Background: an optimization exercise with open tools, aiming at small area. Do not read the settings as production practice. In this exercise RTL edits were held to simulation tests only and were not proved equivalent to the original. Power figures rest on the tool's default switching activity, not on a simulated workload.

Design PWMConvert, start of the top module:
module PWMConvert(GCK, Vsync, mode, rst, OUT, data, addr, en);
Settings: LEC_CHECK=0, CAP_MARGIN=20, CORE_MARGIN=2, CORE_UTILIZATION=75, CTS_BUF_LIST=sky130_fd_sc_hd__clkbuf_8, CTS_CLUSTER_DIAMETER=50, CTS_CLUSTER_SIZE=20, PLACE_DENSITY=0.85, SLEW_MARGIN=20; clock period 4.0 ns.
standard.sh (not shown) runs the stock make flow with config.mk's settings and CLKGATE_MAP_FILE= SYNTH_SCRIPT=/design/flow/synth_recipe.tcl, a recipe that flattens the netlist after the stock synthesis.
==> flow/flow/run.sh <==
#!/bin/bash
# The standard layout (standard.sh) with these changes:
# - synthesis runs ORFS's own scripts, copied here, with an area-only ABC
#   script (flow/abc_area.script, selected by ABC_AREA=1) and without the
#   adder-extraction step (ADDER_MAP_FILE empty); registers are unchanged;
# - port buffers use the smallest buffer cell;
# - CTS inserts no dummy loads.
set -euo pipefail
rm -rf myscripts
cp -r "$FLOW_HOME/scripts" myscripts
cp flow/abc_area.script myscripts/abc_area.script
bash standard.sh SCRIPTS_DIR="$PWD/myscripts" ABC_AREA=1 ADDER_MAP_FILE= synth > synth.log 2>&1
export BUFFER_PORTS_ARGS="-buffer_cell sky130_fd_sc_hd__buf_1"
export CTS_ARGS="-sink_clustering_enable -repair_clock_nets -sink_clustering_size 10 -sink_clustering_max_diameter 40 -buf_list sky130_fd_sc_hd__clkbuf_4 -dont_use_dummy_load"
bash standard.sh > layout.log 2>&1
==> flow/flow/abc_area.script <==
strash
dc2
&get -n
&dch -f
&nf -a -R 1000
&put
topo
Change:
CORE_UTILIZATION = 50   (was 75)
PLACE_DENSITY = 0.65   (was 0.85)
After rerunning: The changed run passed the timing, DRC and antenna checks; utilization fell by 27 points; die area rose by well over a third; setup slack gets worse by 120 ps; sequential power hardly moves; power rose slightly; critical path depth rose by 1.
Change:
CORE_UTILIZATION = 60   (was 50)
PLACE_DENSITY = 0.75   (was 0.65)
Outcome: The changed run ran to the end with no violations; sequential power hardly moves; first-iteration DRC count rises by 50%; power went down by 0.42%; setup slack improved by 130 ps; sequential share of layout area came out higher by 0.34 points; wire length shrinks by 4.2%; flip-flop and latch count stays the same.

* * *

== run A ==
PWMConvert, a different RTL version from the one above (not shown whole).
Size in the first run: ~1,000 cells after synthesis, roughly 210 flip-flops, roughly 46 I/O pins, roughly 10,000 µm² of cells after synthesis.
export LEC_CHECK = 0
export CAP_MARGIN = 20
export CORE_MARGIN = 2
export CORE_UTILIZATION = 40
export GPL_TIMING_DRIVEN = 0
export SLEW_MARGIN = 20
create_clock -name core_clock -period 4.0 [get_ports {GCK}]
run.sh (not shown) runs the stock make flow with config.mk's settings and CLKGATE_MAP_FILE= SYNTH_SCRIPT=/design/flow/synth_recipe.tcl, a recipe that flattens the netlist after the stock synthesis.
Stock flow here: none of the scripts above is used.
Modified inputs, run B compared to run A
Settings: clearing GPL_TIMING_DRIVEN, which used to be 0; putting CTS_CLUSTER_SIZE at 20 where nothing was set; putting CTS_BUF_LIST at sky130_fd_sc_hd__clkbuf_8 where nothing was set; putting CTS_CLUSTER_DIAMETER at 50 where nothing was set; swapping 40 for 60 in CORE_UTILIZATION.
==> flow/flow/run.sh (new file) <==
#!/bin/bash
# The standard layout (standard.sh) with these changes:
# - synthesis runs ORFS's own scripts, copied here, with an area-only ABC
#   script (flow/abc_area.script, selected by ABC_AREA=1) and without the
#   adder-extraction step (ADDER_MAP_FILE empty); registers are unchanged;
# - port buffers use the smallest buffer cell;
# - CTS inserts no dummy loads.
set -euo pipefail
rm -rf myscripts
cp -r "$FLOW_HOME/scripts" myscripts
cp flow/abc_area.script myscripts/abc_area.script
bash standard.sh SCRIPTS_DIR="$PWD/myscripts" ABC_AREA=1 ADDER_MAP_FILE= synth > synth.log 2>&1
export BUFFER_PORTS_ARGS="-buffer_cell sky130_fd_sc_hd__buf_1"
export CTS_ARGS="-sink_clustering_enable -repair_clock_nets -sink_clustering_size 10 -sink_clustering_max_diameter 40 -buf_list sky130_fd_sc_hd__clkbuf_4 -dont_use_dummy_load"
bash standard.sh > layout.log 2>&1
==> flow/flow/abc_area.script (new file) <==
strash
dc2
&get -n
&dch -f
&nf -a -R 1000
&put
topo
==> flow/standard.sh (new file) <==
#!/bin/bash
# synth_recipe.tcl (not shown) runs the flow's synth.tcl, then flattens the netlist and writes it again
# the make line also repeats each setting of config.mk as NAME=value (left out here)
make -C /OpenROAD-flow-scripts/flow DESIGN_CONFIG=/design/flow/config.mk WORK_HOME=/design/flow/orfs CLKGATE_MAP_FILE= SYNTH_SCRIPT=/design/flow/synth_recipe.tcl "${@:-finish}"
removed: flow/run.sh
### Flow results
Run B closes out successfully: all stages finished, all timing, DRC and antenna checks passed.
Number of signal-net buffers in the layout, run A and run B, higher one = run A.
The global-route usage of run B is higher than that of run A.
On detailed-route wire length, the lower figure sits with run B, not run A.
Taking run A as the reference point, the met1 track demand over resource in global routing of run B rises by 9.6 points.
> inputs changed (run B -> run C)
Settings: CTS_BUF_LIST: sky130_fd_sc_hd__clkbuf_8 -> sky130_fd_sc_hd__clkbuf_4 sky130_fd_sc_hd__clkbuf_8; CTS_CLUSTER_DIAMETER: 50 -> unset; CTS_CLUSTER_SIZE: 20 -> 30; CORE_UTILIZATION: 60 -> 40.
==> flow/run.sh (new file) <==
#!/bin/bash
# synth_recipe.tcl (not shown) runs the flow's synth.tcl, then flattens the netlist and writes it again
# the make line also repeats each setting of config.mk as NAME=value (left out here)
make -C /OpenROAD-flow-scripts/flow DESIGN_CONFIG=/design/flow/config.mk WORK_HOME=/design/flow/orfs CLKGATE_MAP_FILE= SYNTH_SCRIPT=/design/flow/synth_recipe.tcl finish
removed: flow/flow/run.sh
removed: flow/flow/abc_area.script
removed: flow/standard.sh
### Flow results
mode as the worst setup path startpoint was reported by run C, and Q[2] by run B.
Run C ended up with flop to flop as its class of the worst hold path; run B ended up with primary input to async pin.
For run C, the end point of the critical path was bus_r[4], unlike run B, where it was en.
Internal power component: lower on run B
In run C, worst hold-check slack is higher than in run B.
Compared to run B, run C has data required time of the critical path 1.21 ns higher.
Summary: clock tree skew after final layout, run C better than run B

what the ideal ports hide:
The flow's constraints put no driver on any port. The routed layouts listed below were extracted and timed again, unchanged, in two steps. Step 1: set_driving_cell puts a clkbuf_16 on GCK and a buf_2 on each other input, an assumption about the parent block. Step 2 also shifts input and output timing later by t, the mid clock arrival at the registers, as if the neighbouring blocks saw the same clock. Three values: ideal ports, drivers, drivers and shift; two values: the first two.
| run | t, ns | slack for setup (ns) | hold WS [ns] | clock arrival spread, ns | pins driven straight from the clock port |
|---|---|---|---|---|---|
| the first run of note 1 | 0.627 | 0.509 / 0.475 / -0.019 | 0.231 / 0.216 / 0.433 | 0.069 / 0.069 | 1 |
| the second run of note 1 | 0.673 | 0.384 / 0.344 / 0.065 | 0.209 / 0.188 / 0.369 | 0.084 / 0.084 | 1 |
| the third run of note 1 | 0.655 | 0.512 / 0.473 / 0.128 | 0.228 / 0.208 / 0.420 | 0.046 / 0.046 | 1 |
| run A | 0.554 | 0.223 / 0.185 / -0.262 | 0.422 / 0.422 / 0.422 | 0.009 / 0.010 | 1 |
| run B | 0.656 | 0.436 / 0.398 / 0.130 | 0.139 / 0.121 / 0.422 | 0.103 / 0.103 | 1 |
| run C | 0.554 | 0.149 / 0.117 / -0.391 | 0.420 / 0.420 / 0.420 | 0.033 / 0.033 | 1 |
Met with ideal ports but missed after step 2: setup timing in the first run of note 1, run A and run C. The setup slack of run C, which loses most, moves by -0.032 ns with the drivers and by -0.540 ns with both steps.
